Context: an optimization exercise on an open-source flow, tuned for small area and a short achievable clock period. The choices shown serve that exercise and are no tape-out recipe. Only simulation tests tie the RTL to the original design; equivalence was not proved.

File: design/flow/config.mk
export PLATFORM = sky130hd
export DESIGN_NAME = question_6
export DESIGN_NICKNAME = question_6
export VERILOG_FILES = /design/flow/design.v
export SDC_FILE = /design/flow/constraint.sdc
export NUM_CORES = 4
export LEC_CHECK = 0
export CAP_MARGIN = 20
export CORE_MARGIN = 2
export CORE_UTILIZATION = 40
export SETUP_SLACK_MARGIN = 2.8
export SLEW_MARGIN = 20
export TNS_END_PERCENT = 100
File: design/flow/constraint.sdc
create_clock -name core_clock -period 5.0 [get_ports {clk}]
set_input_delay 1.0000 -clock core_clock [delete_from_list [all_inputs] [get_ports {clk}]]
set_output_delay 1.0000 -clock core_clock [all_outputs]
set_load 0.01 [all_outputs]
File: design/flow/design.v
module q6_inv (input a, output y);
    assign y = ~a;
endmodule
module q6_nand2 (input a, input b, output y);
    assign y = ~(a & b);
endmodule
module q6_nor2 (input a, input b, output y);
    assign y = ~(a | b);
endmodule
module q6_xor2 (input a, input b, output y);
    assign y = a ^ b;
endmodule
module q6_xnor2 (input a, input b, output y);
    assign y = ~(a ^ b);
endmodule
module q6_nor2b (input a, input bn, output y);
    assign y = ~(a | ~bn);
endmodule
module q6_o21ai (input a1, input a2, input b1, output y);
    assign y = ~((a1 | a2) & b1);
endmodule
module q6_a21oi (input a1, input a2, input b1, output y);
    assign y = ~((a1 & a2) | b1);
endmodule
module question_6(
    input clk,
    input rst,
    input signed [15:0] x,
    output reg signed [15:0] y
);
    reg signed [15:0] s1, s2, s3;
    wire [15:0] y_n, s1_n, s2_n;
    wire n1;
    q6_inv g1 (.a(x[0]), .y(n1));
    wire n2;
    q6_inv g2 (.a(x[1]), .y(n2));
    wire n3;
    q6_inv g3 (.a(x[2]), .y(n3));
    wire n4;
    q6_inv g4 (.a(x[3]), .y(n4));
    wire n5;
    q6_inv g5 (.a(x[4]), .y(n5));
    wire n6;
    q6_inv g6 (.a(x[5]), .y(n6));
    wire n7;
    q6_inv g7 (.a(x[6]), .y(n7));
    wire n8;
    q6_inv g8 (.a(x[7]), .y(n8));
    wire n9;
    q6_inv g9 (.a(x[8]), .y(n9));
    wire n10;
    q6_inv g10 (.a(x[9]), .y(n10));
    wire n11;
    q6_inv g11 (.a(x[10]), .y(n11));
    wire n12;
    q6_inv g12 (.a(x[11]), .y(n12));
    wire n13;
    q6_inv g13 (.a(x[12]), .y(n13));
    wire n14;
    q6_inv g14 (.a(x[13]), .y(n14));
    wire n15;
    q6_inv g15 (.a(x[14]), .y(n15));
    wire n16;
    q6_inv g16 (.a(x[15]), .y(n16));
    wire n17;
    q6_nand2 g17 (.a(x[0]), .b(s1[0]), .y(n17));
    wire n18;
    q6_nand2 g18 (.a(x[1]), .b(s1[1]), .y(n18));
    wire n19;
    q6_nand2 g19 (.a(x[2]), .b(s1[2]), .y(n19));
    wire n20;
    q6_nand2 g20 (.a(x[3]), .b(s1[3]), .y(n20));
    wire n21;
    q6_nand2 g21 (.a(x[4]), .b(s1[4]), .y(n21));
    wire n22;
    q6_nand2 g22 (.a(x[5]), .b(s1[5]), .y(n22));
    wire n23;
    q6_nand2 g23 (.a(x[6]), .b(s1[6]), .y(n23));
    wire n24;
    q6_nand2 g24 (.a(x[7]), .b(s1[7]), .y(n24));
    wire n25;
    q6_nand2 g25 (.a(x[8]), .b(s1[8]), .y(n25));
    wire n26;
    q6_nand2 g26 (.a(x[9]), .b(s1[9]), .y(n26));
    wire n27;
    q6_nand2 g27 (.a(x[10]), .b(s1[10]), .y(n27));
    wire n28;
    q6_nand2 g28 (.a(x[11]), .b(s1[11]), .y(n28));
    wire n29;
    q6_nand2 g29 (.a(x[12]), .b(s1[12]), .y(n29));
    wire n30;
    q6_nand2 g30 (.a(x[13]), .b(s1[13]), .y(n30));
    wire n31;
    q6_nand2 g31 (.a(x[14]), .b(s1[14]), .y(n31));
    wire n32;
    q6_nor2 g32 (.a(x[0]), .b(s1[0]), .y(n32));
    wire n33;
    q6_nor2 g33 (.a(x[1]), .b(s1[1]), .y(n33));
    wire n34;
    q6_nor2 g34 (.a(x[2]), .b(s1[2]), .y(n34));
    wire n35;
    q6_nor2 g35 (.a(x[3]), .b(s1[3]), .y(n35));
    wire n36;
    q6_nor2 g36 (.a(x[4]), .b(s1[4]), .y(n36));
    wire n37;
    q6_nor2 g37 (.a(x[5]), .b(s1[5]), .y(n37));
    wire n38;
    q6_nor2 g38 (.a(x[6]), .b(s1[6]), .y(n38));
    wire n39;
    q6_nor2 g39 (.a(x[7]), .b(s1[7]), .y(n39));
    wire n40;
    q6_nor2 g40 (.a(x[8]), .b(s1[8]), .y(n40));
    wire n41;
    q6_nor2 g41 (.a(x[9]), .b(s1[9]), .y(n41));
    wire n42;
    q6_nor2 g42 (.a(x[10]), .b(s1[10]), .y(n42));
    wire n43;
    q6_nor2 g43 (.a(x[11]), .b(s1[11]), .y(n43));
    wire n44;
    q6_nor2 g44 (.a(x[12]), .b(s1[12]), .y(n44));
    wire n45;
    q6_nor2 g45 (.a(x[13]), .b(s1[13]), .y(n45));
    wire n46;
    q6_nor2 g46 (.a(x[14]), .b(s1[14]), .y(n46));
    wire n47;
    q6_nor2b g47 (.a(n32), .bn(n17), .y(n47));
    wire n48;
    q6_nor2b g48 (.a(n33), .bn(n18), .y(n48));
    wire n49;
    q6_nor2b g49 (.a(n34), .bn(n19), .y(n49));
    wire n50;
    q6_nor2b g50 (.a(n35), .bn(n20), .y(n50));
    wire n51;
    q6_nor2b g51 (.a(n36), .bn(n21), .y(n51));
    wire n52;
    q6_nor2b g52 (.a(n37), .bn(n22), .y(n52));
    wire n53;
    q6_nor2b g53 (.a(n38), .bn(n23), .y(n53));
    wire n54;
    q6_nor2b g54 (.a(n39), .bn(n24), .y(n54));
    wire n55;
    q6_nor2b g55 (.a(n40), .bn(n25), .y(n55));
    wire n56;
    q6_nor2b g56 (.a(n41), .bn(n26), .y(n56));
    wire n57;
    q6_nor2b g57 (.a(n42), .bn(n27), .y(n57));
    wire n58;
    q6_nor2b g58 (.a(n43), .bn(n28), .y(n58));
    wire n59;
    q6_nor2b g59 (.a(n44), .bn(n29), .y(n59));
    wire n60;
    q6_nor2b g60 (.a(n45), .bn(n30), .y(n60));
    wire n61;
    q6_nor2b g61 (.a(n46), .bn(n31), .y(n61));
    wire n62;
    q6_xor2 g62 (.a(x[15]), .b(s1[15]), .y(n62));
    wire n63;
    q6_o21ai g63 (.a1(n33), .a2(n17), .b1(n18), .y(n63));
    wire n64;
    q6_o21ai g64 (.a1(n35), .a2(n19), .b1(n20), .y(n64));
    wire n65;
    q6_nor2 g65 (.a(n35), .b(n34), .y(n65));
    wire n66;
    q6_o21ai g66 (.a1(n37), .a2(n21), .b1(n22), .y(n66));
    wire n67;
    q6_nor2 g67 (.a(n37), .b(n36), .y(n67));
    wire n68;
    q6_o21ai g68 (.a1(n39), .a2(n23), .b1(n24), .y(n68));
    wire n69;
    q6_nor2 g69 (.a(n39), .b(n38), .y(n69));
    wire n70;
    q6_o21ai g70 (.a1(n41), .a2(n25), .b1(n26), .y(n70));
    wire n71;
    q6_nor2 g71 (.a(n41), .b(n40), .y(n71));
    wire n72;
    q6_o21ai g72 (.a1(n43), .a2(n27), .b1(n28), .y(n72));
    wire n73;
    q6_nor2 g73 (.a(n43), .b(n42), .y(n73));
    wire n74;
    q6_o21ai g74 (.a1(n45), .a2(n29), .b1(n30), .y(n74));
    wire n75;
    q6_nor2 g75 (.a(n45), .b(n44), .y(n75));
    wire n76;
    q6_inv g76 (.a(n63), .y(n76));
    wire n77;
    q6_o21ai g77 (.a1(n34), .a2(n76), .b1(n19), .y(n77));
    wire n78;
    q6_a21oi g78 (.a1(n65), .a2(n63), .b1(n64), .y(n78));
    wire n79;
    q6_inv g79 (.a(n23), .y(n79));
    wire n80;
    q6_inv g80 (.a(n38), .y(n80));
    wire n81;
    q6_a21oi g81 (.a1(n80), .a2(n66), .b1(n79), .y(n81));
    wire n82;
    q6_nand2 g82 (.a(n80), .b(n67), .y(n82));
    wire n83;
    q6_a21oi g83 (.a1(n69), .a2(n66), .b1(n68), .y(n83));
    wire n84;
    q6_nand2 g84 (.a(n69), .b(n67), .y(n84));
    wire n85;
    q6_inv g85 (.a(n27), .y(n85));
    wire n86;
    q6_inv g86 (.a(n42), .y(n86));
    wire n87;
    q6_a21oi g87 (.a1(n86), .a2(n70), .b1(n85), .y(n87));
    wire n88;
    q6_nand2 g88 (.a(n86), .b(n71), .y(n88));
    wire n89;
    q6_a21oi g89 (.a1(n73), .a2(n70), .b1(n72), .y(n89));
    wire n90;
    q6_nand2 g90 (.a(n73), .b(n71), .y(n90));
    wire n91;
    q6_inv g91 (.a(n31), .y(n91));
    wire n92;
    q6_inv g92 (.a(n46), .y(n92));
    wire n93;
    q6_a21oi g93 (.a1(n92), .a2(n74), .b1(n91), .y(n93));
    wire n94;
    q6_nand2 g94 (.a(n92), .b(n75), .y(n94));
    wire n95;
    q6_o21ai g95 (.a1(n36), .a2(n78), .b1(n21), .y(n95));
    wire n96;
    q6_inv g96 (.a(n66), .y(n96));
    wire n97;
    q6_inv g97 (.a(n67), .y(n97));
    wire n98;
    q6_o21ai g98 (.a1(n97), .a2(n78), .b1(n96), .y(n98));
    wire n99;
    q6_o21ai g99 (.a1(n82), .a2(n78), .b1(n81), .y(n99));
    wire n100;
    q6_o21ai g100 (.a1(n84), .a2(n78), .b1(n83), .y(n100));
    wire n101;
    q6_o21ai g101 (.a1(n44), .a2(n89), .b1(n29), .y(n101));
    wire n102;
    q6_nor2 g102 (.a(n44), .b(n90), .y(n102));
    wire n103;
    q6_inv g103 (.a(n74), .y(n103));
    wire n104;
    q6_inv g104 (.a(n75), .y(n104));
    wire n105;
    q6_o21ai g105 (.a1(n104), .a2(n89), .b1(n103), .y(n105));
    wire n106;
    q6_nor2 g106 (.a(n104), .b(n90), .y(n106));
    wire n107;
    q6_o21ai g107 (.a1(n94), .a2(n89), .b1(n93), .y(n107));
    wire n108;
    q6_nor2 g108 (.a(n94), .b(n90), .y(n108));
    wire n109;
    q6_inv g109 (.a(n25), .y(n109));
    wire n110;
    q6_inv g110 (.a(n40), .y(n110));
    wire n111;
    q6_a21oi g111 (.a1(n110), .a2(n100), .b1(n109), .y(n111));
    wire n112;
    q6_a21oi g112 (.a1(n71), .a2(n100), .b1(n70), .y(n112));
    wire n113;
    q6_inv g113 (.a(n87), .y(n113));
    wire n114;
    q6_inv g114 (.a(n88), .y(n114));
    wire n115;
    q6_a21oi g115 (.a1(n114), .a2(n100), .b1(n113), .y(n115));
    wire n116;
    q6_inv g116 (.a(n89), .y(n116));
    wire n117;
    q6_inv g117 (.a(n90), .y(n117));
    wire n118;
    q6_a21oi g118 (.a1(n117), .a2(n100), .b1(n116), .y(n118));
    wire n119;
    q6_a21oi g119 (.a1(n102), .a2(n100), .b1(n101), .y(n119));
    wire n120;
    q6_a21oi g120 (.a1(n106), .a2(n100), .b1(n105), .y(n120));
    wire n121;
    q6_a21oi g121 (.a1(n108), .a2(n100), .b1(n107), .y(n121));
    wire n122;
    q6_xnor2 g122 (.a(n48), .b(n17), .y(n122));
    wire n123;
    q6_xor2 g123 (.a(n49), .b(n63), .y(n123));
    wire n124;
    q6_xor2 g124 (.a(n50), .b(n77), .y(n124));
    wire n125;
    q6_xnor2 g125 (.a(n51), .b(n78), .y(n125));
    wire n126;
    q6_xor2 g126 (.a(n52), .b(n95), .y(n126));
    wire n127;
    q6_xor2 g127 (.a(n53), .b(n98), .y(n127));
    wire n128;
    q6_xor2 g128 (.a(n54), .b(n99), .y(n128));
    wire n129;
    q6_xor2 g129 (.a(n55), .b(n100), .y(n129));
    wire n130;
    q6_xnor2 g130 (.a(n56), .b(n111), .y(n130));
    wire n131;
    q6_xnor2 g131 (.a(n57), .b(n112), .y(n131));
    wire n132;
    q6_xnor2 g132 (.a(n58), .b(n115), .y(n132));
    wire n133;
    q6_xnor2 g133 (.a(n59), .b(n118), .y(n133));
    wire n134;
    q6_xnor2 g134 (.a(n60), .b(n119), .y(n134));
    wire n135;
    q6_xnor2 g135 (.a(n61), .b(n120), .y(n135));
    wire n136;
    q6_xnor2 g136 (.a(n62), .b(n121), .y(n136));
    wire n137;
    q6_xnor2 g137 (.a(s2[0]), .b(y[1]), .y(n137));
    wire n138;
    q6_xnor2 g138 (.a(n137), .b(x[0]), .y(n138));
    wire n139;
    q6_nand2 g139 (.a(s2[0]), .b(y[1]), .y(n139));
    wire n140;
    q6_nor2 g140 (.a(s2[0]), .b(y[1]), .y(n140));
    wire n141;
    q6_o21ai g141 (.a1(x[0]), .a2(n140), .b1(n139), .y(n141));
    wire n142;
    q6_xnor2 g142 (.a(s2[1]), .b(y[2]), .y(n142));
    wire n143;
    q6_xor2 g143 (.a(n142), .b(x[1]), .y(n143));
    wire n144;
    q6_nand2 g144 (.a(s2[1]), .b(y[2]), .y(n144));
    wire n145;
    q6_nor2 g145 (.a(s2[1]), .b(y[2]), .y(n145));
    wire n146;
    q6_o21ai g146 (.a1(x[1]), .a2(n145), .b1(n144), .y(n146));
    wire n147;
    q6_xnor2 g147 (.a(s2[2]), .b(y[3]), .y(n147));
    wire n148;
    q6_xor2 g148 (.a(n147), .b(x[2]), .y(n148));
    wire n149;
    q6_nand2 g149 (.a(s2[2]), .b(y[3]), .y(n149));
    wire n150;
    q6_nor2 g150 (.a(s2[2]), .b(y[3]), .y(n150));
    wire n151;
    q6_o21ai g151 (.a1(x[2]), .a2(n150), .b1(n149), .y(n151));
    wire n152;
    q6_xnor2 g152 (.a(s2[3]), .b(y[4]), .y(n152));
    wire n153;
    q6_xor2 g153 (.a(n152), .b(x[3]), .y(n153));
    wire n154;
    q6_nand2 g154 (.a(s2[3]), .b(y[4]), .y(n154));
    wire n155;
    q6_nor2 g155 (.a(s2[3]), .b(y[4]), .y(n155));
    wire n156;
    q6_o21ai g156 (.a1(x[3]), .a2(n155), .b1(n154), .y(n156));
    wire n157;
    q6_xnor2 g157 (.a(s2[4]), .b(y[5]), .y(n157));
    wire n158;
    q6_xor2 g158 (.a(n157), .b(x[4]), .y(n158));
    wire n159;
    q6_nand2 g159 (.a(s2[4]), .b(y[5]), .y(n159));
    wire n160;
    q6_nor2 g160 (.a(s2[4]), .b(y[5]), .y(n160));
    wire n161;
    q6_o21ai g161 (.a1(x[4]), .a2(n160), .b1(n159), .y(n161));
    wire n162;
    q6_xnor2 g162 (.a(s2[5]), .b(y[6]), .y(n162));
    wire n163;
    q6_xor2 g163 (.a(n162), .b(x[5]), .y(n163));
    wire n164;
    q6_nand2 g164 (.a(s2[5]), .b(y[6]), .y(n164));
    wire n165;
    q6_nor2 g165 (.a(s2[5]), .b(y[6]), .y(n165));
    wire n166;
    q6_o21ai g166 (.a1(x[5]), .a2(n165), .b1(n164), .y(n166));
    wire n167;
    q6_xnor2 g167 (.a(s2[6]), .b(y[7]), .y(n167));
    wire n168;
    q6_xor2 g168 (.a(n167), .b(x[6]), .y(n168));
    wire n169;
    q6_nand2 g169 (.a(s2[6]), .b(y[7]), .y(n169));
    wire n170;
    q6_nor2 g170 (.a(s2[6]), .b(y[7]), .y(n170));
    wire n171;
    q6_o21ai g171 (.a1(x[6]), .a2(n170), .b1(n169), .y(n171));
    wire n172;
    q6_xnor2 g172 (.a(s2[7]), .b(y[8]), .y(n172));
    wire n173;
    q6_xor2 g173 (.a(n172), .b(x[7]), .y(n173));
    wire n174;
    q6_nand2 g174 (.a(s2[7]), .b(y[8]), .y(n174));
    wire n175;
    q6_nor2 g175 (.a(s2[7]), .b(y[8]), .y(n175));
    wire n176;
    q6_o21ai g176 (.a1(x[7]), .a2(n175), .b1(n174), .y(n176));
    wire n177;
    q6_xnor2 g177 (.a(s2[8]), .b(y[9]), .y(n177));
    wire n178;
    q6_xor2 g178 (.a(n177), .b(x[8]), .y(n178));
    wire n179;
    q6_nand2 g179 (.a(s2[8]), .b(y[9]), .y(n179));
    wire n180;
    q6_nor2 g180 (.a(s2[8]), .b(y[9]), .y(n180));
    wire n181;
    q6_o21ai g181 (.a1(x[8]), .a2(n180), .b1(n179), .y(n181));
    wire n182;
    q6_xnor2 g182 (.a(s2[9]), .b(y[10]), .y(n182));
    wire n183;
    q6_xor2 g183 (.a(n182), .b(x[9]), .y(n183));
    wire n184;
    q6_nand2 g184 (.a(s2[9]), .b(y[10]), .y(n184));
    wire n185;
    q6_nor2 g185 (.a(s2[9]), .b(y[10]), .y(n185));
    wire n186;
    q6_o21ai g186 (.a1(x[9]), .a2(n185), .b1(n184), .y(n186));
    wire n187;
    q6_xnor2 g187 (.a(s2[10]), .b(y[11]), .y(n187));
    wire n188;
    q6_xor2 g188 (.a(n187), .b(x[10]), .y(n188));
    wire n189;
    q6_nand2 g189 (.a(s2[10]), .b(y[11]), .y(n189));
    wire n190;
    q6_nor2 g190 (.a(s2[10]), .b(y[11]), .y(n190));
    wire n191;
    q6_o21ai g191 (.a1(x[10]), .a2(n190), .b1(n189), .y(n191));
    wire n192;
    q6_xnor2 g192 (.a(s2[11]), .b(y[12]), .y(n192));
    wire n193;
    q6_xor2 g193 (.a(n192), .b(x[11]), .y(n193));
    wire n194;
    q6_nand2 g194 (.a(s2[11]), .b(y[12]), .y(n194));
    wire n195;
    q6_nor2 g195 (.a(s2[11]), .b(y[12]), .y(n195));
    wire n196;
    q6_o21ai g196 (.a1(x[11]), .a2(n195), .b1(n194), .y(n196));
    wire n197;
    q6_xnor2 g197 (.a(s2[12]), .b(y[13]), .y(n197));
    wire n198;
    q6_xor2 g198 (.a(n197), .b(x[12]), .y(n198));
    wire n199;
    q6_nand2 g199 (.a(s2[12]), .b(y[13]), .y(n199));
    wire n200;
    q6_nor2 g200 (.a(s2[12]), .b(y[13]), .y(n200));
    wire n201;
    q6_o21ai g201 (.a1(x[12]), .a2(n200), .b1(n199), .y(n201));
    wire n202;
    q6_xnor2 g202 (.a(s2[13]), .b(y[14]), .y(n202));
    wire n203;
    q6_xor2 g203 (.a(n202), .b(x[13]), .y(n203));
    wire n204;
    q6_nand2 g204 (.a(s2[13]), .b(y[14]), .y(n204));
    wire n205;
    q6_nor2 g205 (.a(s2[13]), .b(y[14]), .y(n205));
    wire n206;
    q6_o21ai g206 (.a1(x[13]), .a2(n205), .b1(n204), .y(n206));
    wire n207;
    q6_xnor2 g207 (.a(s2[14]), .b(y[15]), .y(n207));
    wire n208;
    q6_xor2 g208 (.a(n207), .b(x[14]), .y(n208));
    wire n209;
    q6_nand2 g209 (.a(s2[14]), .b(y[15]), .y(n209));
    wire n210;
    q6_nor2 g210 (.a(s2[14]), .b(y[15]), .y(n210));
    wire n211;
    q6_o21ai g211 (.a1(x[14]), .a2(n210), .b1(n209), .y(n211));
    wire n212;
    q6_xnor2 g212 (.a(s2[15]), .b(y[15]), .y(n212));
    wire n213;
    q6_xor2 g213 (.a(n212), .b(x[15]), .y(n213));
    wire n214;
    q6_nand2 g214 (.a(n143), .b(n141), .y(n214));
    wire n215;
    q6_nand2 g215 (.a(n148), .b(n146), .y(n215));
    wire n216;
    q6_nand2 g216 (.a(n153), .b(n151), .y(n216));
    wire n217;
    q6_nand2 g217 (.a(n158), .b(n156), .y(n217));
    wire n218;
    q6_nand2 g218 (.a(n163), .b(n161), .y(n218));
    wire n219;
    q6_nand2 g219 (.a(n168), .b(n166), .y(n219));
    wire n220;
    q6_nand2 g220 (.a(n173), .b(n171), .y(n220));
    wire n221;
    q6_nand2 g221 (.a(n178), .b(n176), .y(n221));
    wire n222;
    q6_nand2 g222 (.a(n183), .b(n181), .y(n222));
    wire n223;
    q6_nand2 g223 (.a(n188), .b(n186), .y(n223));
    wire n224;
    q6_nand2 g224 (.a(n193), .b(n191), .y(n224));
    wire n225;
    q6_nand2 g225 (.a(n198), .b(n196), .y(n225));
    wire n226;
    q6_nand2 g226 (.a(n203), .b(n201), .y(n226));
    wire n227;
    q6_nand2 g227 (.a(n208), .b(n206), .y(n227));
    wire n228;
    q6_nor2 g228 (.a(n143), .b(n141), .y(n228));
    wire n229;
    q6_nor2 g229 (.a(n148), .b(n146), .y(n229));
    wire n230;
    q6_nor2 g230 (.a(n153), .b(n151), .y(n230));
    wire n231;
    q6_nor2 g231 (.a(n158), .b(n156), .y(n231));
    wire n232;
    q6_nor2 g232 (.a(n163), .b(n161), .y(n232));
    wire n233;
    q6_nor2 g233 (.a(n168), .b(n166), .y(n233));
    wire n234;
    q6_nor2 g234 (.a(n173), .b(n171), .y(n234));
    wire n235;
    q6_nor2 g235 (.a(n178), .b(n176), .y(n235));
    wire n236;
    q6_nor2 g236 (.a(n183), .b(n181), .y(n236));
    wire n237;
    q6_nor2 g237 (.a(n188), .b(n186), .y(n237));
    wire n238;
    q6_nor2 g238 (.a(n193), .b(n191), .y(n238));
    wire n239;
    q6_nor2 g239 (.a(n198), .b(n196), .y(n239));
    wire n240;
    q6_nor2 g240 (.a(n203), .b(n201), .y(n240));
    wire n241;
    q6_nor2 g241 (.a(n208), .b(n206), .y(n241));
    wire n242;
    q6_nor2b g242 (.a(n228), .bn(n214), .y(n242));
    wire n243;
    q6_nor2b g243 (.a(n229), .bn(n215), .y(n243));
    wire n244;
    q6_nor2b g244 (.a(n230), .bn(n216), .y(n244));
    wire n245;
    q6_nor2b g245 (.a(n231), .bn(n217), .y(n245));
    wire n246;
    q6_nor2b g246 (.a(n232), .bn(n218), .y(n246));
    wire n247;
    q6_nor2b g247 (.a(n233), .bn(n219), .y(n247));
    wire n248;
    q6_nor2b g248 (.a(n234), .bn(n220), .y(n248));
    wire n249;
    q6_nor2b g249 (.a(n235), .bn(n221), .y(n249));
    wire n250;
    q6_nor2b g250 (.a(n236), .bn(n222), .y(n250));
    wire n251;
    q6_nor2b g251 (.a(n237), .bn(n223), .y(n251));
    wire n252;
    q6_nor2b g252 (.a(n238), .bn(n224), .y(n252));
    wire n253;
    q6_nor2b g253 (.a(n239), .bn(n225), .y(n253));
    wire n254;
    q6_nor2b g254 (.a(n240), .bn(n226), .y(n254));
    wire n255;
    q6_nor2b g255 (.a(n241), .bn(n227), .y(n255));
    wire n256;
    q6_xor2 g256 (.a(n213), .b(n211), .y(n256));
    wire n257;
    q6_o21ai g257 (.a1(n228), .a2(n138), .b1(n214), .y(n257));
    wire n258;
    q6_o21ai g258 (.a1(n230), .a2(n215), .b1(n216), .y(n258));
    wire n259;
    q6_nor2 g259 (.a(n230), .b(n229), .y(n259));
    wire n260;
    q6_o21ai g260 (.a1(n232), .a2(n217), .b1(n218), .y(n260));
    wire n261;
    q6_nor2 g261 (.a(n232), .b(n231), .y(n261));
    wire n262;
    q6_o21ai g262 (.a1(n234), .a2(n219), .b1(n220), .y(n262));
    wire n263;
    q6_nor2 g263 (.a(n234), .b(n233), .y(n263));
    wire n264;
    q6_o21ai g264 (.a1(n236), .a2(n221), .b1(n222), .y(n264));
    wire n265;
    q6_nor2 g265 (.a(n236), .b(n235), .y(n265));
    wire n266;
    q6_o21ai g266 (.a1(n238), .a2(n223), .b1(n224), .y(n266));
    wire n267;
    q6_nor2 g267 (.a(n238), .b(n237), .y(n267));
    wire n268;
    q6_o21ai g268 (.a1(n240), .a2(n225), .b1(n226), .y(n268));
    wire n269;
    q6_nor2 g269 (.a(n240), .b(n239), .y(n269));
    wire n270;
    q6_inv g270 (.a(n257), .y(n270));
    wire n271;
    q6_o21ai g271 (.a1(n229), .a2(n270), .b1(n215), .y(n271));
    wire n272;
    q6_a21oi g272 (.a1(n259), .a2(n257), .b1(n258), .y(n272));
    wire n273;
    q6_inv g273 (.a(n219), .y(n273));
    wire n274;
    q6_inv g274 (.a(n233), .y(n274));
    wire n275;
    q6_a21oi g275 (.a1(n274), .a2(n260), .b1(n273), .y(n275));
    wire n276;
    q6_nand2 g276 (.a(n274), .b(n261), .y(n276));
    wire n277;
    q6_a21oi g277 (.a1(n263), .a2(n260), .b1(n262), .y(n277));
    wire n278;
    q6_nand2 g278 (.a(n263), .b(n261), .y(n278));
    wire n279;
    q6_inv g279 (.a(n223), .y(n279));
    wire n280;
    q6_inv g280 (.a(n237), .y(n280));
    wire n281;
    q6_a21oi g281 (.a1(n280), .a2(n264), .b1(n279), .y(n281));
    wire n282;
    q6_nand2 g282 (.a(n280), .b(n265), .y(n282));
    wire n283;
    q6_a21oi g283 (.a1(n267), .a2(n264), .b1(n266), .y(n283));
    wire n284;
    q6_nand2 g284 (.a(n267), .b(n265), .y(n284));
    wire n285;
    q6_inv g285 (.a(n227), .y(n285));
    wire n286;
    q6_inv g286 (.a(n241), .y(n286));
    wire n287;
    q6_a21oi g287 (.a1(n286), .a2(n268), .b1(n285), .y(n287));
    wire n288;
    q6_nand2 g288 (.a(n286), .b(n269), .y(n288));
    wire n289;
    q6_o21ai g289 (.a1(n231), .a2(n272), .b1(n217), .y(n289));
    wire n290;
    q6_inv g290 (.a(n260), .y(n290));
    wire n291;
    q6_inv g291 (.a(n261), .y(n291));
    wire n292;
    q6_o21ai g292 (.a1(n291), .a2(n272), .b1(n290), .y(n292));
    wire n293;
    q6_o21ai g293 (.a1(n276), .a2(n272), .b1(n275), .y(n293));
    wire n294;
    q6_o21ai g294 (.a1(n278), .a2(n272), .b1(n277), .y(n294));
    wire n295;
    q6_o21ai g295 (.a1(n239), .a2(n283), .b1(n225), .y(n295));
    wire n296;
    q6_nor2 g296 (.a(n239), .b(n284), .y(n296));
    wire n297;
    q6_inv g297 (.a(n268), .y(n297));
    wire n298;
    q6_inv g298 (.a(n269), .y(n298));
    wire n299;
    q6_o21ai g299 (.a1(n298), .a2(n283), .b1(n297), .y(n299));
    wire n300;
    q6_nor2 g300 (.a(n298), .b(n284), .y(n300));
    wire n301;
    q6_o21ai g301 (.a1(n288), .a2(n283), .b1(n287), .y(n301));
    wire n302;
    q6_nor2 g302 (.a(n288), .b(n284), .y(n302));
    wire n303;
    q6_inv g303 (.a(n221), .y(n303));
    wire n304;
    q6_inv g304 (.a(n235), .y(n304));
    wire n305;
    q6_a21oi g305 (.a1(n304), .a2(n294), .b1(n303), .y(n305));
    wire n306;
    q6_a21oi g306 (.a1(n265), .a2(n294), .b1(n264), .y(n306));
    wire n307;
    q6_inv g307 (.a(n281), .y(n307));
    wire n308;
    q6_inv g308 (.a(n282), .y(n308));
    wire n309;
    q6_a21oi g309 (.a1(n308), .a2(n294), .b1(n307), .y(n309));
    wire n310;
    q6_inv g310 (.a(n283), .y(n310));
    wire n311;
    q6_inv g311 (.a(n284), .y(n311));
    wire n312;
    q6_a21oi g312 (.a1(n311), .a2(n294), .b1(n310), .y(n312));
    wire n313;
    q6_a21oi g313 (.a1(n296), .a2(n294), .b1(n295), .y(n313));
    wire n314;
    q6_a21oi g314 (.a1(n300), .a2(n294), .b1(n299), .y(n314));
    wire n315;
    q6_a21oi g315 (.a1(n302), .a2(n294), .b1(n301), .y(n315));
    wire n316;
    q6_xnor2 g316 (.a(n242), .b(n138), .y(n316));
    wire n317;
    q6_xor2 g317 (.a(n243), .b(n257), .y(n317));
    wire n318;
    q6_xor2 g318 (.a(n244), .b(n271), .y(n318));
    wire n319;
    q6_xnor2 g319 (.a(n245), .b(n272), .y(n319));
    wire n320;
    q6_xor2 g320 (.a(n246), .b(n289), .y(n320));
    wire n321;
    q6_xor2 g321 (.a(n247), .b(n292), .y(n321));
    wire n322;
    q6_xor2 g322 (.a(n248), .b(n293), .y(n322));
    wire n323;
    q6_xor2 g323 (.a(n249), .b(n294), .y(n323));
    wire n324;
    q6_xnor2 g324 (.a(n250), .b(n305), .y(n324));
    wire n325;
    q6_xnor2 g325 (.a(n251), .b(n306), .y(n325));
    wire n326;
    q6_xnor2 g326 (.a(n252), .b(n309), .y(n326));
    wire n327;
    q6_xnor2 g327 (.a(n253), .b(n312), .y(n327));
    wire n328;
    q6_xnor2 g328 (.a(n254), .b(n313), .y(n328));
    wire n329;
    q6_xnor2 g329 (.a(n255), .b(n314), .y(n329));
    wire n330;
    q6_xnor2 g330 (.a(n256), .b(n315), .y(n330));
    wire n331;
    q6_xnor2 g331 (.a(s3[0]), .b(y[2]), .y(n331));
    wire n332;
    q6_xnor2 g332 (.a(n331), .b(x[0]), .y(n332));
    wire n333;
    q6_nand2 g333 (.a(s3[0]), .b(y[2]), .y(n333));
    wire n334;
    q6_nor2 g334 (.a(s3[0]), .b(y[2]), .y(n334));
    wire n335;
    q6_o21ai g335 (.a1(n1), .a2(n334), .b1(n333), .y(n335));
    wire n336;
    q6_xnor2 g336 (.a(s3[1]), .b(y[3]), .y(n336));
    wire n337;
    q6_xnor2 g337 (.a(n336), .b(x[1]), .y(n337));
    wire n338;
    q6_nand2 g338 (.a(s3[1]), .b(y[3]), .y(n338));
    wire n339;
    q6_nor2 g339 (.a(s3[1]), .b(y[3]), .y(n339));
    wire n340;
    q6_o21ai g340 (.a1(n2), .a2(n339), .b1(n338), .y(n340));
    wire n341;
    q6_xnor2 g341 (.a(s3[2]), .b(y[4]), .y(n341));
    wire n342;
    q6_xnor2 g342 (.a(n341), .b(x[2]), .y(n342));
    wire n343;
    q6_nand2 g343 (.a(s3[2]), .b(y[4]), .y(n343));
    wire n344;
    q6_nor2 g344 (.a(s3[2]), .b(y[4]), .y(n344));
    wire n345;
    q6_o21ai g345 (.a1(n3), .a2(n344), .b1(n343), .y(n345));
    wire n346;
    q6_xnor2 g346 (.a(s3[3]), .b(y[5]), .y(n346));
    wire n347;
    q6_xnor2 g347 (.a(n346), .b(x[3]), .y(n347));
    wire n348;
    q6_nand2 g348 (.a(s3[3]), .b(y[5]), .y(n348));
    wire n349;
    q6_nor2 g349 (.a(s3[3]), .b(y[5]), .y(n349));
    wire n350;
    q6_o21ai g350 (.a1(n4), .a2(n349), .b1(n348), .y(n350));
    wire n351;
    q6_xnor2 g351 (.a(s3[4]), .b(y[6]), .y(n351));
    wire n352;
    q6_xnor2 g352 (.a(n351), .b(x[4]), .y(n352));
    wire n353;
    q6_nand2 g353 (.a(s3[4]), .b(y[6]), .y(n353));
    wire n354;
    q6_nor2 g354 (.a(s3[4]), .b(y[6]), .y(n354));
    wire n355;
    q6_o21ai g355 (.a1(n5), .a2(n354), .b1(n353), .y(n355));
    wire n356;
    q6_xnor2 g356 (.a(s3[5]), .b(y[7]), .y(n356));
    wire n357;
    q6_xnor2 g357 (.a(n356), .b(x[5]), .y(n357));
    wire n358;
    q6_nand2 g358 (.a(s3[5]), .b(y[7]), .y(n358));
    wire n359;
    q6_nor2 g359 (.a(s3[5]), .b(y[7]), .y(n359));
    wire n360;
    q6_o21ai g360 (.a1(n6), .a2(n359), .b1(n358), .y(n360));
    wire n361;
    q6_xnor2 g361 (.a(s3[6]), .b(y[8]), .y(n361));
    wire n362;
    q6_xnor2 g362 (.a(n361), .b(x[6]), .y(n362));
    wire n363;
    q6_nand2 g363 (.a(s3[6]), .b(y[8]), .y(n363));
    wire n364;
    q6_nor2 g364 (.a(s3[6]), .b(y[8]), .y(n364));
    wire n365;
    q6_o21ai g365 (.a1(n7), .a2(n364), .b1(n363), .y(n365));
    wire n366;
    q6_xnor2 g366 (.a(s3[7]), .b(y[9]), .y(n366));
    wire n367;
    q6_xnor2 g367 (.a(n366), .b(x[7]), .y(n367));
    wire n368;
    q6_nand2 g368 (.a(s3[7]), .b(y[9]), .y(n368));
    wire n369;
    q6_nor2 g369 (.a(s3[7]), .b(y[9]), .y(n369));
    wire n370;
    q6_o21ai g370 (.a1(n8), .a2(n369), .b1(n368), .y(n370));
    wire n371;
    q6_xnor2 g371 (.a(s3[8]), .b(y[10]), .y(n371));
    wire n372;
    q6_xnor2 g372 (.a(n371), .b(x[8]), .y(n372));
    wire n373;
    q6_nand2 g373 (.a(s3[8]), .b(y[10]), .y(n373));
    wire n374;
    q6_nor2 g374 (.a(s3[8]), .b(y[10]), .y(n374));
    wire n375;
    q6_o21ai g375 (.a1(n9), .a2(n374), .b1(n373), .y(n375));
    wire n376;
    q6_xnor2 g376 (.a(s3[9]), .b(y[11]), .y(n376));
    wire n377;
    q6_xnor2 g377 (.a(n376), .b(x[9]), .y(n377));
    wire n378;
    q6_nand2 g378 (.a(s3[9]), .b(y[11]), .y(n378));
    wire n379;
    q6_nor2 g379 (.a(s3[9]), .b(y[11]), .y(n379));
    wire n380;
    q6_o21ai g380 (.a1(n10), .a2(n379), .b1(n378), .y(n380));
    wire n381;
    q6_xnor2 g381 (.a(s3[10]), .b(y[12]), .y(n381));
    wire n382;
    q6_xnor2 g382 (.a(n381), .b(x[10]), .y(n382));
    wire n383;
    q6_nand2 g383 (.a(s3[10]), .b(y[12]), .y(n383));
    wire n384;
    q6_nor2 g384 (.a(s3[10]), .b(y[12]), .y(n384));
    wire n385;
    q6_o21ai g385 (.a1(n11), .a2(n384), .b1(n383), .y(n385));
    wire n386;
    q6_xnor2 g386 (.a(s3[11]), .b(y[13]), .y(n386));
    wire n387;
    q6_xnor2 g387 (.a(n386), .b(x[11]), .y(n387));
    wire n388;
    q6_nand2 g388 (.a(s3[11]), .b(y[13]), .y(n388));
    wire n389;
    q6_nor2 g389 (.a(s3[11]), .b(y[13]), .y(n389));
    wire n390;
    q6_o21ai g390 (.a1(n12), .a2(n389), .b1(n388), .y(n390));
    wire n391;
    q6_xnor2 g391 (.a(s3[12]), .b(y[14]), .y(n391));
    wire n392;
    q6_xnor2 g392 (.a(n391), .b(x[12]), .y(n392));
    wire n393;
    q6_nand2 g393 (.a(s3[12]), .b(y[14]), .y(n393));
    wire n394;
    q6_nor2 g394 (.a(s3[12]), .b(y[14]), .y(n394));
    wire n395;
    q6_o21ai g395 (.a1(n13), .a2(n394), .b1(n393), .y(n395));
    wire n396;
    q6_xnor2 g396 (.a(s3[13]), .b(y[15]), .y(n396));
    wire n397;
    q6_xnor2 g397 (.a(n396), .b(x[13]), .y(n397));
    wire n398;
    q6_nand2 g398 (.a(s3[13]), .b(y[15]), .y(n398));
    wire n399;
    q6_nor2 g399 (.a(s3[13]), .b(y[15]), .y(n399));
    wire n400;
    q6_o21ai g400 (.a1(n14), .a2(n399), .b1(n398), .y(n400));
    wire n401;
    q6_xnor2 g401 (.a(s3[14]), .b(y[15]), .y(n401));
    wire n402;
    q6_xnor2 g402 (.a(n401), .b(x[14]), .y(n402));
    wire n403;
    q6_nand2 g403 (.a(s3[14]), .b(y[15]), .y(n403));
    wire n404;
    q6_nor2 g404 (.a(s3[14]), .b(y[15]), .y(n404));
    wire n405;
    q6_o21ai g405 (.a1(n15), .a2(n404), .b1(n403), .y(n405));
    wire n406;
    q6_xnor2 g406 (.a(s3[15]), .b(y[15]), .y(n406));
    wire n407;
    q6_xnor2 g407 (.a(n406), .b(x[15]), .y(n407));
    wire n408;
    q6_nand2 g408 (.a(n337), .b(n335), .y(n408));
    wire n409;
    q6_nand2 g409 (.a(n342), .b(n340), .y(n409));
    wire n410;
    q6_nand2 g410 (.a(n347), .b(n345), .y(n410));
    wire n411;
    q6_nand2 g411 (.a(n352), .b(n350), .y(n411));
    wire n412;
    q6_nand2 g412 (.a(n357), .b(n355), .y(n412));
    wire n413;
    q6_nand2 g413 (.a(n362), .b(n360), .y(n413));
    wire n414;
    q6_nand2 g414 (.a(n367), .b(n365), .y(n414));
    wire n415;
    q6_nand2 g415 (.a(n372), .b(n370), .y(n415));
    wire n416;
    q6_nand2 g416 (.a(n377), .b(n375), .y(n416));
    wire n417;
    q6_nand2 g417 (.a(n382), .b(n380), .y(n417));
    wire n418;
    q6_nand2 g418 (.a(n387), .b(n385), .y(n418));
    wire n419;
    q6_nand2 g419 (.a(n392), .b(n390), .y(n419));
    wire n420;
    q6_nand2 g420 (.a(n397), .b(n395), .y(n420));
    wire n421;
    q6_nand2 g421 (.a(n402), .b(n400), .y(n421));
    wire n422;
    q6_nor2 g422 (.a(n337), .b(n335), .y(n422));
    wire n423;
    q6_nor2 g423 (.a(n342), .b(n340), .y(n423));
    wire n424;
    q6_nor2 g424 (.a(n347), .b(n345), .y(n424));
    wire n425;
    q6_nor2 g425 (.a(n352), .b(n350), .y(n425));
    wire n426;
    q6_nor2 g426 (.a(n357), .b(n355), .y(n426));
    wire n427;
    q6_nor2 g427 (.a(n362), .b(n360), .y(n427));
    wire n428;
    q6_nor2 g428 (.a(n367), .b(n365), .y(n428));
    wire n429;
    q6_nor2 g429 (.a(n372), .b(n370), .y(n429));
    wire n430;
    q6_nor2 g430 (.a(n377), .b(n375), .y(n430));
    wire n431;
    q6_nor2 g431 (.a(n382), .b(n380), .y(n431));
    wire n432;
    q6_nor2 g432 (.a(n387), .b(n385), .y(n432));
    wire n433;
    q6_nor2 g433 (.a(n392), .b(n390), .y(n433));
    wire n434;
    q6_nor2 g434 (.a(n397), .b(n395), .y(n434));
    wire n435;
    q6_nor2 g435 (.a(n402), .b(n400), .y(n435));
    wire n436;
    q6_nor2b g436 (.a(n422), .bn(n408), .y(n436));
    wire n437;
    q6_nor2b g437 (.a(n423), .bn(n409), .y(n437));
    wire n438;
    q6_nor2b g438 (.a(n424), .bn(n410), .y(n438));
    wire n439;
    q6_nor2b g439 (.a(n425), .bn(n411), .y(n439));
    wire n440;
    q6_nor2b g440 (.a(n426), .bn(n412), .y(n440));
    wire n441;
    q6_nor2b g441 (.a(n427), .bn(n413), .y(n441));
    wire n442;
    q6_nor2b g442 (.a(n428), .bn(n414), .y(n442));
    wire n443;
    q6_nor2b g443 (.a(n429), .bn(n415), .y(n443));
    wire n444;
    q6_nor2b g444 (.a(n430), .bn(n416), .y(n444));
    wire n445;
    q6_nor2b g445 (.a(n431), .bn(n417), .y(n445));
    wire n446;
    q6_nor2b g446 (.a(n432), .bn(n418), .y(n446));
    wire n447;
    q6_nor2b g447 (.a(n433), .bn(n419), .y(n447));
    wire n448;
    q6_nor2b g448 (.a(n434), .bn(n420), .y(n448));
    wire n449;
    q6_nor2b g449 (.a(n435), .bn(n421), .y(n449));
    wire n450;
    q6_xor2 g450 (.a(n407), .b(n405), .y(n450));
    wire n451;
    q6_o21ai g451 (.a1(n423), .a2(n408), .b1(n409), .y(n451));
    wire n452;
    q6_o21ai g452 (.a1(n425), .a2(n410), .b1(n411), .y(n452));
    wire n453;
    q6_nor2 g453 (.a(n425), .b(n424), .y(n453));
    wire n454;
    q6_o21ai g454 (.a1(n427), .a2(n412), .b1(n413), .y(n454));
    wire n455;
    q6_nor2 g455 (.a(n427), .b(n426), .y(n455));
    wire n456;
    q6_o21ai g456 (.a1(n429), .a2(n414), .b1(n415), .y(n456));
    wire n457;
    q6_nor2 g457 (.a(n429), .b(n428), .y(n457));
    wire n458;
    q6_o21ai g458 (.a1(n431), .a2(n416), .b1(n417), .y(n458));
    wire n459;
    q6_nor2 g459 (.a(n431), .b(n430), .y(n459));
    wire n460;
    q6_o21ai g460 (.a1(n433), .a2(n418), .b1(n419), .y(n460));
    wire n461;
    q6_nor2 g461 (.a(n433), .b(n432), .y(n461));
    wire n462;
    q6_o21ai g462 (.a1(n435), .a2(n420), .b1(n421), .y(n462));
    wire n463;
    q6_nor2 g463 (.a(n435), .b(n434), .y(n463));
    wire n464;
    q6_inv g464 (.a(n451), .y(n464));
    wire n465;
    q6_o21ai g465 (.a1(n424), .a2(n464), .b1(n410), .y(n465));
    wire n466;
    q6_a21oi g466 (.a1(n453), .a2(n451), .b1(n452), .y(n466));
    wire n467;
    q6_inv g467 (.a(n414), .y(n467));
    wire n468;
    q6_inv g468 (.a(n428), .y(n468));
    wire n469;
    q6_a21oi g469 (.a1(n468), .a2(n454), .b1(n467), .y(n469));
    wire n470;
    q6_nand2 g470 (.a(n468), .b(n455), .y(n470));
    wire n471;
    q6_a21oi g471 (.a1(n457), .a2(n454), .b1(n456), .y(n471));
    wire n472;
    q6_nand2 g472 (.a(n457), .b(n455), .y(n472));
    wire n473;
    q6_inv g473 (.a(n418), .y(n473));
    wire n474;
    q6_inv g474 (.a(n432), .y(n474));
    wire n475;
    q6_a21oi g475 (.a1(n474), .a2(n458), .b1(n473), .y(n475));
    wire n476;
    q6_nand2 g476 (.a(n474), .b(n459), .y(n476));
    wire n477;
    q6_a21oi g477 (.a1(n461), .a2(n458), .b1(n460), .y(n477));
    wire n478;
    q6_nand2 g478 (.a(n461), .b(n459), .y(n478));
    wire n479;
    q6_o21ai g479 (.a1(n426), .a2(n466), .b1(n412), .y(n479));
    wire n480;
    q6_inv g480 (.a(n454), .y(n480));
    wire n481;
    q6_inv g481 (.a(n455), .y(n481));
    wire n482;
    q6_o21ai g482 (.a1(n481), .a2(n466), .b1(n480), .y(n482));
    wire n483;
    q6_o21ai g483 (.a1(n470), .a2(n466), .b1(n469), .y(n483));
    wire n484;
    q6_o21ai g484 (.a1(n472), .a2(n466), .b1(n471), .y(n484));
    wire n485;
    q6_o21ai g485 (.a1(n434), .a2(n477), .b1(n420), .y(n485));
    wire n486;
    q6_nor2 g486 (.a(n434), .b(n478), .y(n486));
    wire n487;
    q6_inv g487 (.a(n462), .y(n487));
    wire n488;
    q6_inv g488 (.a(n463), .y(n488));
    wire n489;
    q6_o21ai g489 (.a1(n488), .a2(n477), .b1(n487), .y(n489));
    wire n490;
    q6_nor2 g490 (.a(n488), .b(n478), .y(n490));
    wire n491;
    q6_inv g491 (.a(n416), .y(n491));
    wire n492;
    q6_inv g492 (.a(n430), .y(n492));
    wire n493;
    q6_a21oi g493 (.a1(n492), .a2(n484), .b1(n491), .y(n493));
    wire n494;
    q6_a21oi g494 (.a1(n459), .a2(n484), .b1(n458), .y(n494));
    wire n495;
    q6_inv g495 (.a(n475), .y(n495));
    wire n496;
    q6_inv g496 (.a(n476), .y(n496));
    wire n497;
    q6_a21oi g497 (.a1(n496), .a2(n484), .b1(n495), .y(n497));
    wire n498;
    q6_inv g498 (.a(n477), .y(n498));
    wire n499;
    q6_inv g499 (.a(n478), .y(n499));
    wire n500;
    q6_a21oi g500 (.a1(n499), .a2(n484), .b1(n498), .y(n500));
    wire n501;
    q6_a21oi g501 (.a1(n486), .a2(n484), .b1(n485), .y(n501));
    wire n502;
    q6_a21oi g502 (.a1(n490), .a2(n484), .b1(n489), .y(n502));
    wire n503;
    q6_xnor2 g503 (.a(n437), .b(n408), .y(n503));
    wire n504;
    q6_xor2 g504 (.a(n438), .b(n451), .y(n504));
    wire n505;
    q6_xor2 g505 (.a(n439), .b(n465), .y(n505));
    wire n506;
    q6_xnor2 g506 (.a(n440), .b(n466), .y(n506));
    wire n507;
    q6_xor2 g507 (.a(n441), .b(n479), .y(n507));
    wire n508;
    q6_xor2 g508 (.a(n442), .b(n482), .y(n508));
    wire n509;
    q6_xor2 g509 (.a(n443), .b(n483), .y(n509));
    wire n510;
    q6_xor2 g510 (.a(n444), .b(n484), .y(n510));
    wire n511;
    q6_xnor2 g511 (.a(n445), .b(n493), .y(n511));
    wire n512;
    q6_xnor2 g512 (.a(n446), .b(n494), .y(n512));
    wire n513;
    q6_xnor2 g513 (.a(n447), .b(n497), .y(n513));
    wire n514;
    q6_xnor2 g514 (.a(n448), .b(n500), .y(n514));
    wire n515;
    q6_xnor2 g515 (.a(n449), .b(n501), .y(n515));
    wire n516;
    q6_xnor2 g516 (.a(n450), .b(n502), .y(n516));
    assign y_n[0] = n47;
    assign s1_n[0] = n138;
    assign s2_n[0] = n332;
    assign y_n[1] = n122;
    assign s1_n[1] = n316;
    assign s2_n[1] = n436;
    assign y_n[2] = n123;
    assign s1_n[2] = n317;
    assign s2_n[2] = n503;
    assign y_n[3] = n124;
    assign s1_n[3] = n318;
    assign s2_n[3] = n504;
    assign y_n[4] = n125;
    assign s1_n[4] = n319;
    assign s2_n[4] = n505;
    assign y_n[5] = n126;
    assign s1_n[5] = n320;
    assign s2_n[5] = n506;
    assign y_n[6] = n127;
    assign s1_n[6] = n321;
    assign s2_n[6] = n507;
    assign y_n[7] = n128;
    assign s1_n[7] = n322;
    assign s2_n[7] = n508;
    assign y_n[8] = n129;
    assign s1_n[8] = n323;
    assign s2_n[8] = n509;
    assign y_n[9] = n130;
    assign s1_n[9] = n324;
    assign s2_n[9] = n510;
    assign y_n[10] = n131;
    assign s1_n[10] = n325;
    assign s2_n[10] = n511;
    assign y_n[11] = n132;
    assign s1_n[11] = n326;
    assign s2_n[11] = n512;
    assign y_n[12] = n133;
    assign s1_n[12] = n327;
    assign s2_n[12] = n513;
    assign y_n[13] = n134;
    assign s1_n[13] = n328;
    assign s2_n[13] = n514;
    assign y_n[14] = n135;
    assign s1_n[14] = n329;
    assign s2_n[14] = n515;
    assign y_n[15] = n136;
    assign s1_n[15] = n330;
    assign s2_n[15] = n516;
    always @(posedge clk or posedge rst) begin
        if (rst) begin
            s1 <= 16'sd0;
            s2 <= 16'sd0;
            s3 <= 16'sd0;
            y  <= 16'sd0;
        end else begin
            y  <= y_n;
            s1 <= s1_n;
            s2 <= s2_n;
            s3 <= y;
        end
    end
endmodule
File: design/flow/flow/run.sh
#!/bin/bash
set -euo pipefail
W=$(pwd)
R=$W/orfs/results/$FLOW_PLATFORM/question_6/base
LIB=$FLOW_HOME/platforms/$FLOW_PLATFORM/lib/sky130_fd_sc_hd__tt_025C_1v80.lib

bash standard.sh synth > $W/log_1_standard_synth.txt 2>&1
cp $R/1_2_yosys.v $W/standard_synth.v

WORK=$W LIB_FILE=$LIB yosys -c flow/synth_map.tcl > $W/log_2_own_synth_yosys.txt 2>&1

# the registers must be those of the standard synthesis: same names, same cells
regs() { grep -oE 'sky130_fd_sc_hd__df[a-z0-9_]+ +[^ ]+' "$1" | sed -E 's/_[0-9]+ / /' | sort; }
regs $W/standard_synth.v > $W/regs_standard.txt
regs $W/own_synth.v > $W/regs_own.txt
if ! cmp -s $W/regs_standard.txt $W/regs_own.txt; then
  echo "registers differ from the standard synthesis" >&2
  diff $W/regs_standard.txt $W/regs_own.txt >&2 || true
  exit 1
fi

cp $W/own_synth.v $R/1_2_yosys.v
rm -f $R/1_synth.odb $R/1_synth.sdc

export BUFFER_PORTS_ARGS="-buffer_cell sky130_fd_sc_hd__buf_2"
export CTS_ARGS="-sink_clustering_enable -repair_clock_nets -buf_list sky130_fd_sc_hd__clkbuf_2 -root_buf sky130_fd_sc_hd__clkbuf_4 -sink_clustering_buffer sky130_fd_sc_hd__clkbuf_2 -sink_clustering_size 16 -dont_use_dummy_load"
bash standard.sh finish > $W/log_3_standard_layout.txt 2>&1
File: design/flow/flow/q6_cells.v
// One-to-one mapping of the design's q6_* gate modules onto library cells.
module q6_inv (input a, output y);
    sky130_fd_sc_hd__inv_1 _TECHMAP_REPLACE_ (.A(a), .Y(y));
endmodule
module q6_nand2 (input a, input b, output y);
    sky130_fd_sc_hd__nand2_1 _TECHMAP_REPLACE_ (.A(a), .B(b), .Y(y));
endmodule
module q6_nor2 (input a, input b, output y);
    sky130_fd_sc_hd__nor2_1 _TECHMAP_REPLACE_ (.A(a), .B(b), .Y(y));
endmodule
module q6_xor2 (input a, input b, output y);
    sky130_fd_sc_hd__xor2_1 _TECHMAP_REPLACE_ (.A(a), .B(b), .X(y));
endmodule
module q6_xnor2 (input a, input b, output y);
    sky130_fd_sc_hd__xnor2_1 _TECHMAP_REPLACE_ (.A(a), .B(b), .Y(y));
endmodule
module q6_nor2b (input a, input bn, output y);
    sky130_fd_sc_hd__nor2b_1 _TECHMAP_REPLACE_ (.A(a), .B_N(bn), .Y(y));
endmodule
module q6_o21ai (input a1, input a2, input b1, output y);
    sky130_fd_sc_hd__o21ai_1 _TECHMAP_REPLACE_ (.A1(a1), .A2(a2), .B1(b1), .Y(y));
endmodule
module q6_a21oi (input a1, input a2, input b1, output y);
    sky130_fd_sc_hd__a21oi_1 _TECHMAP_REPLACE_ (.A1(a1), .A2(a2), .B1(b1), .Y(y));
endmodule
// the reset inverter that the flip-flop mapping adds
module \$_NOT_ (input A, output Y);
    sky130_fd_sc_hd__inv_1 _TECHMAP_REPLACE_ (.A(A), .Y(Y));
endmodule
File: design/flow/flow/synth_map.tcl
# Own synthesis: the design's q6_* gate modules are mapped one to one onto
# library cells (flow/q6_cells.v); the registers are mapped and named as the
# standard synthesis does (<register>[<bit>]$_DFF_PP0_ on the same cell).
yosys -import
set lib $::env(LIB_FILE)
set top $::env(FLOW_TOP)
read_liberty -lib $lib
read_verilog -defer -sv $::env(FLOW_DESIGN)
hierarchy -check -top $top
yosys proc
opt_clean
techmap -map $::env(WORK)/flow/q6_cells.v
techmap
opt -fast
yosys rename -wire $top/t:\$_DFF*
dfflibmap -liberty $lib
opt -fast
techmap -map $::env(WORK)/flow/q6_cells.v
opt_clean -purge
hierarchy -top $top
check -assert -mapped
tee -o $::env(WORK)/own_synth.stat stat -liberty $lib
write_verilog -noattr -nohex -nodec $::env(WORK)/own_synth.v
File: design/flow/standard.sh
#!/bin/bash
# synth_recipe.tcl (not shown) runs the flow's synth.tcl, then flattens the netlist and writes it again
# the make line also repeats each setting of config.mk as NAME=value (left out here)
make -C /OpenROAD-flow-scripts/flow DESIGN_CONFIG=/design/flow/config.mk WORK_HOME=/design/flow/orfs CLKGATE_MAP_FILE= SYNTH_SCRIPT=/design/flow/synth_recipe.tcl "${@:-finish}"
==> results.tsv <==
metric	value	unit
run status	no timing/DRC/antenna violations	
DRC	0	
largest net degree at the start of global routing	34	
Peak Freq	468	MHz
Synth warnings	1	
DIE WIDTH	108	µm
flop2flop setup slack	2.94	ns
Slew Viols, Final	0	
Post-Place Setup Slack	2.30	ns
syn nets	598	
Layout Nets	649	
Tightest Pin Transition	0.718	ns
DR vias	3607	
total track usage	16.2	%
Routability Congestion	0.751	
Post-Syn Area	4340	µm²
WHS	0.380	ns
Slowest cell on crit path	dfrtp_1	
clock transition at the registers of the reported paths	0.10	ns
Mapped Cells	580	
# placed instances	754	
vias in the first global route	3443	
antenna viol nets, final	0	
CTS buffer count	9	
worst r2r path cells	8	
critical path class	reg2out	
setup ws final	2.86	ns
H-tree depth	3	
antenna cells	0	
IO Count	34	
max_cap viols	0	
reg-to-reg startpoint	y[3]	
Fin. Hold Viols	0	
core area	10700	µm²
startpoint types	register	
First-pass DRT Iterations	4	
final setup violation count	0	
crit-path leading delay family	flip-flops	
drt initial violations	122	
critical path endpoint category	output pin	
clk_skew	0.0291	ns
Routed WL	8900	µm
CTS tree	built	
Initial Util	40.6	%
reg2reg end	s2[14]	
RSZ-0062 raised after global routing	false	
Worst Path Required	4.00	ns
CTS root buf	clkbuf_4	
HPWL after DPL	6670	µm
WL/cell	11.6	µm
WP buf/inv	1	
Max FO, Critical Path	8	
Crit. path cell count	1	
crit path DAT	1.14	ns
CP max stage delay	0.53	ns
# port buffers	33	
Tmin final	2.14	ns
die area	11700	µm²
CP endpoint	y[3]	
antenna violations before repair	0	
Worst-Skew Late Latency	0.42	ns
Hold/Removal Path Class	reg2reg	
final std cells w/o fill	769	
Setup TNS	0	ns
Slew HR	52.0	%
total grt overflow	0	
Setup crit start	y[3]	
Mean Syn Cell Area	7.48	µm²
share of cells above drive strength 1	11.3	%
site row count	38	
first-pass GRT wire length	14900	µm
P&R area growth vs syn	13.2	%
worst-path cell chain	buf_2	
Die H	108	µm
Hold Path Origin	y[0]	
# clock sinks	64	
deepest clock path buffer count	2	
vias per inst	4.69	
period utilisation layout	42.8	%
hold depth	0	
registers in the layout, summed over array words and instances (netlist names):
signal and flops:
s1 16, y 16, s3 16, s2 16
cell type report:
| class | instances | area (µm²) |
|---|---|---|
| clock buffer | 9 | 67.6 |
| fill | 1067 | 5780 |
| inverter | 65 | 248 |
| multi-input combinational | 451 | 2590 |
| sequential | 64 | 1610 |
| tap | 140 | 175 |
| timing repair buffer | 40 | 218 |
repair_timing:
action                     4_1_cts  5_1_grt
hold buffers                     0        0
gates resized for setup          2       18
setup endpoints to repair        7       29
setup buffers                    0        6
pin swaps                        0        4
cell usage in the layout, fill, tap and decap left out:
cell and n:
o21ai_2 3, clkbuf_4 9, nand2_1 86, nor2b_1 43, o21ai_1 67, xor2_1 36, a21oi_4 2, xnor2_1 73
inv_1 64, nand2_2 1, xnor2_2 2, nor2_1 99, buf_2 33, dfrtp_2 8, buf_4 7, clkinvlp_4 1
a21oi_1 34, dfrtp_1 56, o21ai_4 4, a21oi_2 1
through the flow:
step	util, %	instance area (µm²)
6_report	45.9	4910
5_1_grt	45.9	4910
4_1_cts	44.8	4790
3_5_place_dp	44.1	4720
3_3_place_gp	44.1	4720
2_1_floorplan	-	4370
how the worst min path moves through the flow:
stage / endpoint
after detailed placement: s3[0]
final: s3[0]
after floorplan: s3[0]
after global placement: s3[0]
after global routing: s3[0]
after CTS: s3[0]
routing by layer:
| metal | vias to the layer above | wire length [µm] | GRT usage, % | part of all wire, % |
|---|---|---|---|---|
| met3 | 13 | 322 | 4.22 | 3.6 |
| met4 | 0 | 143 | 5.22 | 1.6 |
| met5 | - | 0 | 0 | 0 |
| met1 | 1639 | 4240 | 20.3 | 48 |
| li1 | 1898 | - | - | - |
| met2 | 57 | 4200 | 27.4 | 47 |

-- separate check: timing with driven ports --
No port has a modelled driver above. Below, the same layout with a new extraction and two added sets of constraints.
Step 1 (the two cells are an assumption about what drives the block):
set clk [get_ports {clk}]
set_driving_cell -lib_cell sky130_fd_sc_hd__clkbuf_16 $clk
set_driving_cell -lib_cell sky130_fd_sc_hd__buf_2 [delete_from_list [all_inputs] $clk]
Step 2 adds t to the input delays and takes it off the output delays; t is the mean of the earliest and latest rising clock arrival at the registers after step 1. Input paths then give back, and output paths get back, about the clock's delay inside the block.
Three values: ideal, step 1, step 2; two values: the first two.
t (ns): 0.441
setup slack, ns: 2.862 / 2.830 / 2.466
worst slew at a driven data input, ns: 0.03
After both steps setup and hold are still met in this run. For this run, drivers alone change the setup slack by -0.032 ns; drivers and shift together by -0.396 ns.
